Context: an optimization exercise on an open-source flow, tuned for small area and a short achievable clock period. The choices shown serve that exercise and are no tape-out recipe.
Function was checked by simulation only, so behaviour that the tests miss may differ from the original.
Power figures rest on the tool's default switching activity, not on a simulated workload.

File: flow/flow/run.sh
#!/bin/bash
# Layout flow: the standard ORFS flow (standard.sh, unchanged synthesis),
# with two layout settings changed:
#  - ports are buffered with the smallest buffer (repair_timing upsizes the
#    ones on critical paths) instead of the delay cell buffer_ports picks;
#  - clock tree synthesis without dummy loads.
# Each tool's output is in this folder's orfs/logs; the make output is in
# flow.log.
set -euo pipefail
export BUFFER_PORTS_ARGS="-buffer_cell sky130_fd_sc_hd__buf_1"
export CTS_ARGS="-sink_clustering_enable -repair_clock_nets -dont_use_dummy_load -sink_clustering_levels 1 -sink_clustering_size 40 -sink_clustering_max_diameter 300 -buf_list {sky130_fd_sc_hd__clkbuf_8}"
bash standard.sh finish > flow.log 2>&1
File: flow/standard.sh
#!/bin/bash
# synth_recipe.tcl (not shown) runs the flow's synth.tcl, then flattens the netlist and writes it again
# the make line also repeats each setting of config.mk as NAME=value (left out here)
make -C /OpenROAD-flow-scripts/flow DESIGN_CONFIG=/design/flow/config.mk WORK_HOME=/design/flow/orfs CLKGATE_MAP_FILE= SYNTH_SCRIPT=/design/flow/synth_recipe.tcl "${@:-finish}"
File: flow/config.mk
export PLATFORM = sky130hd
export DESIGN_NAME = fir_filter
export DESIGN_NICKNAME = fir_filter
export VERILOG_FILES = /design/flow/design.v
export SDC_FILE = /design/flow/constraint.sdc
export NUM_CORES = 4
export LEC_CHECK = 0
export CAP_MARGIN = 20
export CORE_MARGIN = 2
export CORE_UTILIZATION = 65
export SETUP_SLACK_MARGIN = 3.5
export SLEW_MARGIN = 20
export SYNTH_HIERARCHICAL = 1
File: flow/constraint.sdc
create_clock -name core_clock -period 11.0 [get_ports {clk}]
set_input_delay 2.2000 -clock core_clock [delete_from_list [all_inputs] [get_ports {clk}]]
set_output_delay 2.2000 -clock core_clock [all_outputs]
set_load 0.01 [all_outputs]
File: flow/design.v
module fir_filter (
    data_in, data_out, clk, rst
);
    output [17:0] data_out;
    input  [7:0]  data_in;
    input         clk, rst;
    wire [7:0] d = data_in;
    reg  [7:0]  x1n;
    reg  [7:0]  x2;
    reg  [7:0]  x3n;
    reg  [7:0]  x4;
    reg  [7:0]  x5n;
    reg  [7:0]  x6;
    reg  [7:0]  x7;
    reg  [17:0] s;
    wire p1, p2;
    ha u_p1 (.a(x2[0]), .b(x4[0]), .s(p1), .co(p2));
    wire p3, p4;
    fa u_p3 (.a(x2[1]), .b(x4[1]), .c(x6[1]), .s(p3), .co(p4));
    wire p5, p6;
    fa u_p5 (.a(x2[2]), .b(x4[2]), .c(x6[2]), .s(p5), .co(p6));
    wire p7, p8;
    fa u_p7 (.a(x2[3]), .b(x4[3]), .c(x6[3]), .s(p7), .co(p8));
    wire p9, p10;
    fa u_p9 (.a(x2[4]), .b(x4[4]), .c(x6[4]), .s(p9), .co(p10));
    wire p11, p12;
    fa u_p11 (.a(x2[5]), .b(x4[5]), .c(x6[5]), .s(p11), .co(p12));
    wire p13, p14;
    fa u_p13 (.a(x2[6]), .b(x4[6]), .c(x6[6]), .s(p13), .co(p14));
    wire p15, p16;
    fa u_p15 (.a(x2[7]), .b(x4[7]), .c(x6[7]), .s(p15), .co(p16));
    wire p17, p18;
    ha u_p17 (.a(x6[0]), .b(x7[0]), .s(p17), .co(p18));
    wire p19, p20;
    fa u_p19 (.a(x7[1]), .b(p2), .c(p3), .s(p19), .co(p20));
    wire p21, p22;
    fa u_p21 (.a(x7[2]), .b(p5), .c(p4), .s(p21), .co(p22));
    wire p23, p24;
    fa u_p23 (.a(x7[3]), .b(p7), .c(p6), .s(p23), .co(p24));
    wire p25, p26;
    fa u_p25 (.a(x7[4]), .b(p9), .c(p8), .s(p25), .co(p26));
    wire p27, p28;
    fa u_p27 (.a(x7[5]), .b(p11), .c(p10), .s(p27), .co(p28));
    wire p29, p30;
    fa u_p29 (.a(x7[6]), .b(p13), .c(p12), .s(p29), .co(p30));
    wire p31, p32;
    fa u_p31 (.a(x7[7]), .b(p15), .c(p14), .s(p31), .co(p32));
    wire p33, p34;
    ha u_p33 (.a(p1), .b(p17), .s(p33), .co(p34));
    wire p35, p36;
    fa u_p35 (.a(p18), .b(p19), .c(d[1]), .s(p35), .co(p36));
    wire p37, p38;
    fa u_p37 (.a(p21), .b(p20), .c(d[2]), .s(p37), .co(p38));
    wire p39, p40;
    fa u_p39 (.a(p23), .b(p22), .c(d[3]), .s(p39), .co(p40));
    wire p41, p42;
    fa u_p41 (.a(p25), .b(p24), .c(d[4]), .s(p41), .co(p42));
    wire p43, p44;
    fa u_p43 (.a(p27), .b(p26), .c(d[5]), .s(p43), .co(p44));
    wire p45, p46;
    fa u_p45 (.a(p29), .b(p28), .c(d[6]), .s(p45), .co(p46));
    wire p47, p48;
    fa u_p47 (.a(p31), .b(p30), .c(d[7]), .s(p47), .co(p48));
    wire p49, p50;
    ha u_p49 (.a(p16), .b(p32), .s(p49), .co(p50));
    wire Prs1, Prc1;
    ha u_Pr1 (.a(p33), .b(d[0]), .s(Prs1), .co(Prc1));
    wire Prs2, Prc2;
    fa u_Pr2 (.a(p34), .b(p35), .c(Prc1), .s(Prs2), .co(Prc2));
    wire Prs3, Prc3;
    fa u_Pr3 (.a(p37), .b(p36), .c(Prc2), .s(Prs3), .co(Prc3));
    wire Prs4, Prc4;
    fa u_Pr4 (.a(p39), .b(p38), .c(Prc3), .s(Prs4), .co(Prc4));
    wire Prs5, Prc5;
    ha u_Pr5 (.a(p41), .b(p40), .s(Prs5), .co(Prc5));
    wire Prs6, Prc6;
    fa u_Pr6 (.a(p43), .b(p42), .c(Prc5), .s(Prs6), .co(Prc6));
    wire Prs7, Prc7;
    fa u_Pr7 (.a(p45), .b(p44), .c(Prc6), .s(Prs7), .co(Prc7));
    wire Prs8, Prc8;
    fa u_Pr8 (.a(p47), .b(p46), .c(Prc7), .s(Prs8), .co(Prc8));
    wire Prs9, Prc9;
    ha u_Pr9 (.a(p49), .b(p48), .s(Prs9), .co(Prc9));
    wire Prs10, Prc10;
    ha u_Pr10 (.a(p50), .b(Prc9), .s(Prs10), .co(Prc10));
    wire [10:0] P = {Prc10, Prs10, Prs9, Prs8, Prs7, Prs6, Prs5, Prs4, Prs3, Prs2, Prs1};
    wire P_c4 = Prc4;    
    wire P_c8 = Prc8;    
    wire t1 = ~(x7[3]);
    wire t2 = ~(x7[4]);
    wire t3 = ~(x7[5] ^ x7[4]);
    wire t4 = x7[5] | x7[4];
    wire t5 = ~(x7[6] ^ x7[5]);
    wire t6 = x7[6] | x7[5];
    wire t7 = ~(~x3n[0] ^ x7[7]);
    wire t8 = ~x3n[0] | x7[7];
    wire t9, t10;
    fa u_t9 (.a(x7[6]), .b(P[2]), .c(P[4]), .s(t9), .co(t10));
    wire t11, t12;
    ha u_t11 (.a(~x3n[1]), .b(x7[7]), .s(t11), .co(t12));
    wire t13 = ~(~x3n[2]);
    wire t14, t15;
    fa u_t14 (.a(x7[2]), .b(x3n[4]), .c(t1), .s(t14), .co(t15));
    wire t16, t17;
    fa u_t16 (.a(x7[3]), .b(x7[3]), .c(x3n[5]), .s(t16), .co(t17));
    wire t18, t19;
    ha u_t18 (.a(t2), .b(P[1]), .s(t18), .co(t19));
    wire t20, t21;
    fa u_t20 (.a(x7[4]), .b(x3n[6]), .c(t3), .s(t20), .co(t21));
    wire t22, t23;
    fa u_t22 (.a(P[0]), .b(P[2]), .c(~P[6]), .s(t22), .co(t23));
    wire t24, t25;
    fa u_t24 (.a(x3n[7]), .b(t5), .c(t4), .s(t24), .co(t25));
    wire t26, t27;
    fa u_t26 (.a(P[1]), .b(P[3]), .c(~P[7]), .s(t26), .co(t27));
    wire t28, t29;
    fa u_t28 (.a(t7), .b(t6), .c(P_c4), .s(t28), .co(t29));
    wire t30, t31;
    fa u_t30 (.a(~P[8]), .b(~P_c8), .c(t9), .s(t30), .co(t31));
    wire t32, t33;
    fa u_t32 (.a(t11), .b(t8), .c(P[3]), .s(t32), .co(t33));
    wire t34, t35;
    fa u_t34 (.a(P[5]), .b(~P[9]), .c(t10), .s(t34), .co(t35));
    wire t36, t37;
    fa u_t36 (.a(t13), .b(t12), .c(P[4]), .s(t36), .co(t37));
    wire t38, t39;
    fa u_t38 (.a(P[6]), .b(P_c4), .c(~P[10]), .s(t38), .co(t39));
    wire t40, t41;
    fa u_t40 (.a(~x3n[3]), .b(~x3n[2]), .c(P[5]), .s(t40), .co(t41));
    wire t42 = ~(~x3n[4] ^ P[6]);
    wire t43 = ~x3n[4] | P[6];
    wire t44 = ~(~x3n[5]);
    wire t45 = ~(~x3n[6] ^ P[8]);
    wire t46 = ~x3n[6] | P[8];
    wire t47 = ~(x7[0]);
    wire t48, t49;
    fa u_t48 (.a(x7[1]), .b(x7[0]), .c(x3n[2]), .s(t48), .co(t49));
    wire t50, t51;
    fa u_t50 (.a(x7[2]), .b(x7[1]), .c(x3n[3]), .s(t50), .co(t51));
    wire t52, t53;
    fa u_t52 (.a(t14), .b(P[0]), .c(~P[4]), .s(t52), .co(t53));
    wire t54, t55;
    fa u_t54 (.a(t16), .b(t15), .c(~P[5]), .s(t54), .co(t55));
    wire t56, t57;
    fa u_t56 (.a(t17), .b(t20), .c(t19), .s(t56), .co(t57));
    wire t58, t59;
    fa u_t58 (.a(t24), .b(t21), .c(t26), .s(t58), .co(t59));
    wire t60, t61;
    fa u_t60 (.a(t25), .b(t28), .c(t27), .s(t60), .co(t61));
    wire t62, t63;
    fa u_t62 (.a(t32), .b(t29), .c(t34), .s(t62), .co(t63));
    wire t64, t65;
    fa u_t64 (.a(t36), .b(t33), .c(t38), .s(t64), .co(t65));
    wire t66, t67;
    fa u_t66 (.a(P[7]), .b(t40), .c(t37), .s(t66), .co(t67));
    wire t68, t69;
    fa u_t68 (.a(P[8]), .b(P_c8), .c(t42), .s(t68), .co(t69));
    wire t70, t71;
    fa u_t70 (.a(t44), .b(P[7]), .c(P[9]), .s(t70), .co(t71));
    wire t72, t73;
    fa u_t72 (.a(~x3n[5]), .b(P[10]), .c(P_c8), .s(t72), .co(t73));
    wire t74 = ~(~x3n[7] ^ P[9]);
    wire t75 = ~x3n[7] | P[9];
    wire t76, t77;
    ha u_t76 (.a(x3n[1]), .b(t47), .s(t76), .co(t77));
    wire t78, t79;
    fa u_t78 (.a(x7[0]), .b(t48), .c(~P[2]), .s(t78), .co(t79));
    wire t80, t81;
    fa u_t80 (.a(t50), .b(t49), .c(~P[3]), .s(t80), .co(t81));
    wire t82, t83;
    fa u_t82 (.a(t51), .b(~P_c4), .c(t52), .s(t82), .co(t83));
    wire t84, t85;
    fa u_t84 (.a(t18), .b(t54), .c(t53), .s(t84), .co(t85));
    wire t86, t87;
    fa u_t86 (.a(t22), .b(t55), .c(t56), .s(t86), .co(t87));
    wire t88, t89;
    fa u_t88 (.a(t23), .b(t57), .c(t58), .s(t88), .co(t89));
    wire t90, t91;
    fa u_t90 (.a(t30), .b(t60), .c(t59), .s(t90), .co(t91));
    wire t92, t93;
    fa u_t92 (.a(t31), .b(t61), .c(t62), .s(t92), .co(t93));
    wire t94, t95;
    fa u_t94 (.a(t35), .b(t64), .c(t63), .s(t94), .co(t95));
    wire t96, t97;
    fa u_t96 (.a(t39), .b(t66), .c(t65), .s(t96), .co(t97));
    wire t98, t99;
    fa u_t98 (.a(t41), .b(t68), .c(t67), .s(t98), .co(t99));
    wire t100, t101;
    fa u_t100 (.a(t43), .b(t70), .c(t69), .s(t100), .co(t101));
    wire t102, t103;
    fa u_t102 (.a(t45), .b(t72), .c(t71), .s(t102), .co(t103));
    wire t104, t105;
    fa u_t104 (.a(t46), .b(t74), .c(t73), .s(t104), .co(t105));
    wire t106 = ~(P[10] ^ t75);
    wire t107 = P[10] | t75;
    wire Srs1, Src1;
    ha u_Sr1 (.a(x3n[0]), .b(~P[0]), .s(Srs1), .co(Src1));
    wire Srs2, Src2;
    fa u_Sr2 (.a(t76), .b(~P[1]), .c(Src1), .s(Srs2), .co(Src2));
    wire Srs3, Src3;
    fa u_Sr3 (.a(t77), .b(t78), .c(Src2), .s(Srs3), .co(Src3));
    wire Srs4, Src4;
    ha u_Sr4 (.a(t80), .b(t79), .s(Srs4), .co(Src4));
    wire Srs5, Src5;
    fa u_Sr5 (.a(t81), .b(t82), .c(Src4), .s(Srs5), .co(Src5));
    wire Srs6, Src6;
    fa u_Sr6 (.a(t84), .b(t83), .c(Src5), .s(Srs6), .co(Src6));
    wire Srs7, Src7;
    fa u_Sr7 (.a(t85), .b(t86), .c(Src6), .s(Srs7), .co(Src7));
    wire Srs8, Src8;
    fa u_Sr8 (.a(t87), .b(t88), .c(Src7), .s(Srs8), .co(Src8));
    wire Srs9, Src9;
    fa u_Sr9 (.a(t90), .b(t89), .c(Src8), .s(Srs9), .co(Src9));
    wire Srs10, Src10;
    fa u_Sr10 (.a(t91), .b(t92), .c(Src9), .s(Srs10), .co(Src10));
    wire Srs11, Src11;
    ha u_Sr11 (.a(t94), .b(t93), .s(Srs11), .co(Src11));
    wire Srs12, Src12;
    fa u_Sr12 (.a(t96), .b(t95), .c(Src11), .s(Srs12), .co(Src12));
    wire Srs13, Src13;
    fa u_Sr13 (.a(t98), .b(t97), .c(Src12), .s(Srs13), .co(Src13));
    wire Srs14, Src14;
    fa u_Sr14 (.a(t100), .b(t99), .c(Src13), .s(Srs14), .co(Src14));
    wire Srs15, Src15;
    ha u_Sr15 (.a(t102), .b(t101), .s(Srs15), .co(Src15));
    wire Srs16, Src16;
    fa u_Sr16 (.a(t104), .b(t103), .c(Src15), .s(Srs16), .co(Src16));
    wire Srs17, Src17;
    fa u_Sr17 (.a(t106), .b(t105), .c(Src16), .s(Srs17), .co(Src17));
    wire Srs18, Src18;
    fa u_Sr18 (.a(1'b1), .b(t107), .c(Src17), .s(Srs18), .co(Src18));
    wire [17:0] s_next = {Srs18, Srs17, Srs16, Srs15, Srs14, Srs13, Srs12, Srs11, Srs10, Srs9, Srs8, Srs7, Srs6, Srs5, Srs4, Srs3, Srs2, Srs1};
    reg  sc3;    
    wire sc3_next = Src3;
    reg  sc10;    
    wire sc10_next = Src10;
    reg  sc14;    
    wire sc14_next = Src14;
    wire o1, o2;
    ha u_o1 (.a(s[6]), .b(d[6]), .s(o1), .co(o2));
    wire o3, o4;
    fa u_o3 (.a(s[7]), .b(d[7]), .c(d[5]), .s(o3), .co(o4));
    wire o5, o6;
    ha u_o5 (.a(s[8]), .b(d[6]), .s(o5), .co(o6));
    wire o7, o8;
    ha u_o7 (.a(s[9]), .b(d[7]), .s(o7), .co(o8));
    wire o9, o10;
    ha u_o9 (.a(s[10]), .b(sc10), .s(o9), .co(o10));
    wire o11, o12;
    ha u_o11 (.a(s[3]), .b(sc3), .s(o11), .co(o12));
    wire o13, o14;
    fa u_o13 (.a(s[4]), .b(d[4]), .c(d[2]), .s(o13), .co(o14));
    wire o15, o16;
    fa u_o15 (.a(s[5]), .b(d[5]), .c(d[3]), .s(o15), .co(o16));
    wire o17, o18;
    fa u_o17 (.a(d[4]), .b(d[2]), .c(d[0]), .s(o17), .co(o18));
    wire o19, o20;
    fa u_o19 (.a(d[3]), .b(d[1]), .c(o2), .s(o19), .co(o20));
    wire o21, o22;
    fa u_o21 (.a(d[4]), .b(d[2]), .c(o5), .s(o21), .co(o22));
    wire o23, o24;
    fa u_o23 (.a(d[5]), .b(d[3]), .c(o7), .s(o23), .co(o24));
    wire o25, o26;
    fa u_o25 (.a(o9), .b(d[6]), .c(d[4]), .s(o25), .co(o26));
    wire o27, o28;
    fa u_o27 (.a(s[11]), .b(o10), .c(d[7]), .s(o27), .co(o28));
    wire o29, o30;
    ha u_o29 (.a(s[2]), .b(d[2]), .s(o29), .co(o30));
    wire o31, o32;
    fa u_o31 (.a(o11), .b(d[3]), .c(d[1]), .s(o31), .co(o32));
    wire o33, o34;
    fa u_o33 (.a(o12), .b(d[0]), .c(o13), .s(o33), .co(o34));
    wire o35, o36;
    fa u_o35 (.a(d[1]), .b(o15), .c(o14), .s(o35), .co(o36));
    wire o37, o38;
    fa u_o37 (.a(o1), .b(o17), .c(o16), .s(o37), .co(o38));
    wire o39, o40;
    fa u_o39 (.a(o3), .b(o18), .c(o19), .s(o39), .co(o40));
    wire o41, o42;
    fa u_o41 (.a(o4), .b(o21), .c(o20), .s(o41), .co(o42));
    wire o43, o44;
    fa u_o43 (.a(o6), .b(o23), .c(o22), .s(o43), .co(o44));
    wire o45, o46;
    fa u_o45 (.a(o8), .b(o25), .c(o24), .s(o45), .co(o46));
    wire o47, o48;
    fa u_o47 (.a(d[5]), .b(o27), .c(o26), .s(o47), .co(o48));
    wire o49, o50;
    fa u_o49 (.a(s[12]), .b(d[6]), .c(o28), .s(o49), .co(o50));
    wire o51, o52;
    ha u_o51 (.a(s[13]), .b(d[7]), .s(o51), .co(o52));
    wire o53, o54;
    ha u_o53 (.a(s[14]), .b(sc14), .s(o53), .co(o54));
    wire yc_p0, yc_g0;
    ha u_yc_h0 (.a(s[0]), .b(d[0]), .s(yc_p0), .co(yc_g0));
    wire yc_p1, yc_g1;
    ha u_yc_h1 (.a(s[1]), .b(d[1]), .s(yc_p1), .co(yc_g1));
    wire yc_p2, yc_g2;
    ha u_yc_h2 (.a(d[0]), .b(o29), .s(yc_p2), .co(yc_g2));
    wire yc_p3, yc_g3;
    ha u_yc_h3 (.a(o30), .b(o31), .s(yc_p3), .co(yc_g3));
    wire yc_p4, yc_g4;
    ha u_yc_h4 (.a(o32), .b(o33), .s(yc_p4), .co(yc_g4));
    wire yc_p5, yc_g5;
    ha u_yc_h5 (.a(o35), .b(o34), .s(yc_p5), .co(yc_g5));
    wire yc_p6, yc_g6;
    ha u_yc_h6 (.a(o37), .b(o36), .s(yc_p6), .co(yc_g6));
    wire yc_p7, yc_g7;
    ha u_yc_h7 (.a(o38), .b(o39), .s(yc_p7), .co(yc_g7));
    wire yc_p8, yc_g8;
    ha u_yc_h8 (.a(o41), .b(o40), .s(yc_p8), .co(yc_g8));
    wire yc_p9, yc_g9;
    ha u_yc_h9 (.a(o43), .b(o42), .s(yc_p9), .co(yc_g9));
    wire yc_p10, yc_g10;
    ha u_yc_h10 (.a(o45), .b(o44), .s(yc_p10), .co(yc_g10));
    wire yc_p11, yc_g11;
    ha u_yc_h11 (.a(o47), .b(o46), .s(yc_p11), .co(yc_g11));
    wire yc_p12, yc_g12;
    ha u_yc_h12 (.a(o49), .b(o48), .s(yc_p12), .co(yc_g12));
    wire yc_p13, yc_g13;
    ha u_yc_h13 (.a(o51), .b(o50), .s(yc_p13), .co(yc_g13));
    wire yc_p14, yc_g14;
    ha u_yc_h14 (.a(o53), .b(o52), .s(yc_p14), .co(yc_g14));
    wire yc_p15, yc_g15;
    ha u_yc_h15 (.a(s[15]), .b(o54), .s(yc_p15), .co(yc_g15));
    wire yc_G1 = yc_g1 | (yc_p1 & yc_g0);
    wire yc_G2 = yc_g3 | (yc_p3 & yc_g2);
    wire yc_P2 = yc_p3 & yc_p2;
    wire yc_G3 = yc_g5 | (yc_p5 & yc_g4);
    wire yc_P3 = yc_p5 & yc_p4;
    wire yc_G4 = yc_g7 | (yc_p7 & yc_g6);
    wire yc_P4 = yc_p7 & yc_p6;
    wire yc_G5 = yc_g9 | (yc_p9 & yc_g8);
    wire yc_P5 = yc_p9 & yc_p8;
    wire yc_G6 = yc_g11 | (yc_p11 & yc_g10);
    wire yc_P6 = yc_p11 & yc_p10;
    wire yc_G7 = yc_g13 | (yc_p13 & yc_g12);
    wire yc_P7 = yc_p13 & yc_p12;
    wire yc_G8 = yc_g15 | (yc_p15 & yc_g14);
    wire yc_P8 = yc_p15 & yc_p14;
    wire yc_P9 = s[17] & s[16];
    wire yc_G10 = yc_g2 | (yc_p2 & yc_G1);
    wire yc_G11 = yc_G2 | (yc_P2 & yc_G1);
    wire yc_G12 = yc_g6 | (yc_p6 & yc_G3);
    wire yc_P12 = yc_p6 & yc_P3;
    wire yc_G13 = yc_G4 | (yc_P4 & yc_G3);
    wire yc_P13 = yc_P4 & yc_P3;
    wire yc_G14 = yc_g10 | (yc_p10 & yc_G5);
    wire yc_P14 = yc_p10 & yc_P5;
    wire yc_G15 = yc_G6 | (yc_P6 & yc_G5);
    wire yc_P15 = yc_P6 & yc_P5;
    wire yc_G16 = yc_g14 | (yc_p14 & yc_G7);
    wire yc_P16 = yc_p14 & yc_P7;
    wire yc_G17 = yc_G8 | (yc_P8 & yc_G7);
    wire yc_P17 = yc_P8 & yc_P7;
    wire yc_G18 = yc_g4 | (yc_p4 & yc_G11);
    wire yc_G19 = yc_G3 | (yc_P3 & yc_G11);
    wire yc_G20 = yc_G12 | (yc_P12 & yc_G11);
    wire yc_G21 = yc_G13 | (yc_P13 & yc_G11);
    wire yc_G22 = yc_g12 | (yc_p12 & yc_G15);
    wire yc_P22 = yc_p12 & yc_P15;
    wire yc_G23 = yc_G7 | (yc_P7 & yc_G15);
    wire yc_P23 = yc_P7 & yc_P15;
    wire yc_G24 = yc_G16 | (yc_P16 & yc_G15);
    wire yc_P24 = yc_P16 & yc_P15;
    wire yc_G25 = yc_G17 | (yc_P17 & yc_G15);
    wire yc_P25 = yc_P17 & yc_P15;
    wire yc_G26 = yc_g8 | (yc_p8 & yc_G21);
    wire yc_G27 = yc_G5 | (yc_P5 & yc_G21);
    wire yc_G28 = yc_G14 | (yc_P14 & yc_G21);
    wire yc_G29 = yc_G15 | (yc_P15 & yc_G21);
    wire yc_G30 = yc_G22 | (yc_P22 & yc_G21);
    wire yc_G31 = yc_G23 | (yc_P23 & yc_G21);
    wire yc_G32 = yc_G24 | (yc_P24 & yc_G21);
    wire yc_G33 = yc_G25 | (yc_P25 & yc_G21);
    wire yc_G34 = s[16] & yc_G33;
    wire yc_G35 = yc_P9 & yc_G33;
    wire yc_s1 = yc_p1 ^ yc_g0;
    wire yc_s2 = yc_p2 ^ yc_G1;
    wire yc_s3 = yc_p3 ^ yc_G10;
    wire yc_s4 = yc_p4 ^ yc_G11;
    wire yc_s5 = yc_p5 ^ yc_G18;
    wire yc_s6 = yc_p6 ^ yc_G19;
    wire yc_s7 = yc_p7 ^ yc_G20;
    wire yc_s8 = yc_p8 ^ yc_G21;
    wire yc_s9 = yc_p9 ^ yc_G26;
    wire yc_s10 = yc_p10 ^ yc_G27;
    wire yc_s11 = yc_p11 ^ yc_G28;
    wire yc_s12 = yc_p12 ^ yc_G29;
    wire yc_s13 = yc_p13 ^ yc_G30;
    wire yc_s14 = yc_p14 ^ yc_G31;
    wire yc_s15 = yc_p15 ^ yc_G32;
    wire yc_s16 = s[16] ^ yc_G33;
    wire yc_s17 = s[17] ^ yc_G34;
    assign data_out = {yc_s17, yc_s16, yc_s15, yc_s14, yc_s13, yc_s12, yc_s11, yc_s10, yc_s9, yc_s8, yc_s7, yc_s6, yc_s5, yc_s4, yc_s3, yc_s2, yc_s1, yc_p0};
    wire rst_n = ~rst;
    wire [7:0] x1n_d;
    nand2v u_x1n (.a(d), .b({8{rst_n}}), .y(x1n_d));
    wire [7:0] x2_d;
    nor2v u_x2 (.a(x1n), .b({8{rst}}), .y(x2_d));
    wire [7:0] x3n_d;
    nand2v u_x3n (.a(x2), .b({8{rst_n}}), .y(x3n_d));
    wire [7:0] x4_d;
    nor2v u_x4 (.a(x3n), .b({8{rst}}), .y(x4_d));
    wire [7:0] x5n_d;
    nand2v u_x5n (.a(x4), .b({8{rst_n}}), .y(x5n_d));
    wire [7:0] x6_d;
    nor2v u_x6 (.a(x5n), .b({8{rst}}), .y(x6_d));
    wire [7:0] x7_d = rst ? 8'h00 : x6;
    always @(posedge clk) begin
        x1n <= x1n_d;
        x2 <= x2_d;
        x3n <= x3n_d;
        x4 <= x4_d;
        x5n <= x5n_d;
        x6 <= x6_d;
        x7 <= x7_d;
        s <= rst ? 18'd0 : s_next;
        sc3 <= rst ? 1'b0 : sc3_next;
        sc10 <= rst ? 1'b0 : sc10_next;
        sc14 <= rst ? 1'b0 : sc14_next;
    end
endmodule
module fa (input a, input b, input c, output s, output co);
    assign s = a ^ b ^ c;
    assign co = (a & b) | (a & c) | (b & c);
endmodule
module ha (input a, input b, output s, output co);
    assign s = a ^ b;
    assign co = a & b;
endmodule
module nand2v (input [7:0] a, input [7:0] b, output [7:0] y);
    assign y = ~(a & b);
endmodule
module nor2v (input [7:0] a, input [7:0] b, output [7:0] y);
    assign y = ~(a | b);
endmodule
==> impl_metrics.yaml <==
run_status:
  status: "finished clean"
route:
  initialDrtViolationCount: 74
  dr.pass1.iters: 4
  wl_um: 8510
  wl_per_cell_um: 15.8
  detail-route-antenna-nets: 0
  dr_total_vias: 2857
  viasPerCell: 5.30
  drcViolationCount: 0
critical_path:
  cp.arrival_ps: 5160
  worstSetupEndpoint: "data_out[17]"
  critPathKind: "input port to primary output"
  end_kind: "primary output"
  reg2reg_to: "s[9]"
  cp_max_fo: 6
  startpoint_type: "input port"
  r2r.worst_path.cells: 16
  required_ps: 8800
  setup.worst_path.start: "data_in[6]"
  ff2ff_setup_slack_ps: 4290
  r2r-start: "x2[1]"
timing:
  finalSetupViolations: 0
  holdWs_ps: 359
  hold_viol_final: 0
  tns_ps: 0
  period_needed_ps: 7360
  finalWorstSetupSlack_ps: 3640
  rsz0062_at_grt: "yes"
  slew_headroom_pct: 32.2
  post-route-period-util_pct: 66.9
  drv_slew: 0
  skew_ps: 17.7
  tightestPinTransition_ps: 1020
  timing.fmax_ghz: 0.136
clocking:
  cts_buffer_depth: 2
  clock_latency_ps: 340
  htreeDepth: 3
  numClockSinks: 77
  cts_made_buffers: 9
  cts_tree: "done"
  path_clk_slew_ps: 80
  cts_root_buf: "clkbuf_8"
logic_synthesis:
  synth_seq_area_share_pct: 29.5
  synthCells: 421
  yosysMostFrequentCell: "fa_1"
  synth_common_cells: "fa_1 (101), dfxtp_1 (77), ha_1 (51)"
  synth_cell_types: 31
  syn-cell-area_sq_um: 5220
  ys_warn_count: 7
  yosysTopAreaCellShare_pct: 38.7
  avgSynthCellArea_sq_um: 12.4
  synth.area.top_cells: "fa_1 (39%), dfxtp_1 (30%), ha_1 (12%)"
  ys_async_sr_fraction_pct: 0
  yosysTopAreaCell: "fa_1"
  synth_nets: 583
  ys_ff_latch: 77
  synth_edf_count: 0
  ys.flop_type: "dfxtp_1"
final_layout:
  layout-drive-gt1-share_pct: 8.01
  seqCellArea_sq_um: 1540
  fin_cells: 539
  fillers: 588
  fin_nets: 601
  multi_input_area_sq_um: 3470
  antenna_cells: 0
  synthToLayoutAreaGrowth_pct: 6.28
die:
  dieArea_sq_um: 8770
  start_util_pct: 67.2
  core-area_sq_um: 7770
  die_h_um: 93.6
  io_pins: 28
  die_w_um: 93.6
  rows: 32
place:
  pre_cts_slack_ps: 3010
  dp.cells: 529
  io_buffer_count: 27
  finalWeightedCongestion: 0.898
  dp_hpwl_um: 7050
global_routing:
  grt_pass1_wl_um: 14500
  grt_max_degree: 55
  grt_pass1_vias: 3056
  grt_overflow_total: 0
  antenna_found_initial: 0
  track_usage_pct: 22.3
power:
  finalPower_mw: 1.40
  p_per_area_nw_per_um2: 253
  p_leak_nw: 2.52
  ir_drop_mv: 0.198
min_path:
  holdCritPathClass: "register to register"
job:
  max_cap_violations: 0
==> report_power, final <==
part           switching, mW  internal [mW]  total, mW
Clock                 0.0893         0.0731      0.162
Combinational          0.480          0.435      0.915
Sequential            0.0144          0.313      0.327
==> worst min path at each step <==
stage          startpoint    end  slack [ps]  cells past startpoint
4_1_cts            x1n[6]  x2[6]         360                      1
2_1_floorplan      x1n[0]  x2[0]         360                      1
5_1_grt            x5n[2]  x6[2]         380                      1
3_3_place_gp       x1n[5]  x2[5]         360                      1
6_report           x5n[2]  x6[2]         360                      1
3_5_place_dp       x1n[5]  x2[5]         370                      1
==> cell type report <==
type / count / share of cell area, %
Timing Repair Buffer: 28 / 2.50
Tap cell: 102 / 2.30
Inverter: 40 / 2.71
Multi-Input combinational cell: 283 / 62.5
Clock buffer: 9 / 2.23
Sequential cell: 77 / 27.8
==> registers in the layout, indices dropped and copies added (netlist names) <==
signal / cells
s: 18
x1n: 8
x2: 8
x3n: 8
x4: 8
x5n: 8
x6: 8
x7: 8
sc10: 1
sc14: 1
sc3: 1
==> modules after synthesis (local to each module, per instance) <==
module | area (sq um) | flip-flops and latches | cells inside | times used
ha | 12.5 | 0 | 1 | 39
nor2v | 30.0 | 0 | 8 | 3
nand2v | 30.0 | 0 | 8 | 3
fa | 20.0 | 0 | 1 | 101
fir_filter | 2530 | 77 | 233 | 1
==> cell usage in the layout (no fill, tap or decap), types with 7 or more instances in the layout <==
cell type    n
fa_1       100
dfxtp_1     77
ha_1        46
inv_1       40
nor2b_1     30
nand2_1     28
nor2_1      28
buf_1       17
clkbuf_8     9
xnor2_1      7
==> metal layers <==
layer / vias to the layer above / track usage, % / share of wire, %
met5: - / 0 / 0
met4: 0 / 6.16 / 1.5
met3: 13 / 4.11 / 2.6
met2: 35 / 38.0 / 53
met1: 1476 / 29.6 / 43
li1: 1333 / - / -
==> stage by stage <==
step | utilization (%) | instance area (sq um)
global route | 71.4 | 5550
global placement | 68.3 | 5310
floorplan | - | 5220
detailed placement | 68.3 | 5310
CTS | 70.2 | 5450
finish | 71.4 | 5550
==> logic make-up after synthesis <==
kind of cell / count (synthesis) / share of synthesized area, %
adder cells (fa/ha/maj): 152 / 50.9
AND/OR/NAND/NOR: 95 / 8.65
flip-flops: 77 / 29.5
buffers and inverters: 61 / 5.68
AO/OA/AOI/OAI: 23 / 3.12
XOR/XNOR: 12 / 2.01
other: 1 / 0.0718
==> critical path: stages <==
cell      delay, ps
buf_8           120
ha_4            210
fa_1            520
fa_1            450
ha_4            310
nand4_1         110
a211oi_2        260
nor2_4           80
o31a_1          260
o21bai_1        170
ha_2            190
xor2_1          140
buf_2           140
==> repair_timing <==
| action | CTS | global route |
|---|---|---|
| setup endpoints to repair | 11 | 9 |
| hold buffers | 0 | 0 |
| setup buffers | 1 | 0 |
| pin swaps | 0 | 11 |
| gates resized for setup | 10 | 21 |

## static timing again, ports no longer ideal
No port has a modelled driver above. Below, the same layout with a new extraction and two added sets of constraints.
Step 1, drivers: a clkbuf_16 drives clk and a buf_2 each remaining input, both assumed.
Step 2 moves the port delays by t, midway between the first and last clock arrival at a register: inputs arrive t later, outputs are due t later. That takes back most of the time a late clock gives input paths.
Slacks: no drivers / after step 1 / after step 2; pairs: no drivers / after step 1.
shift t [ns]: 0.367
slack for setup (ns): 3.638 / 3.598 / 3.292
pins driven straight from the clock port: 1
After both steps setup and hold are still met in this run. The setup slack of this run moves by -0.040 ns with the drivers and by -0.346 ns with both steps.
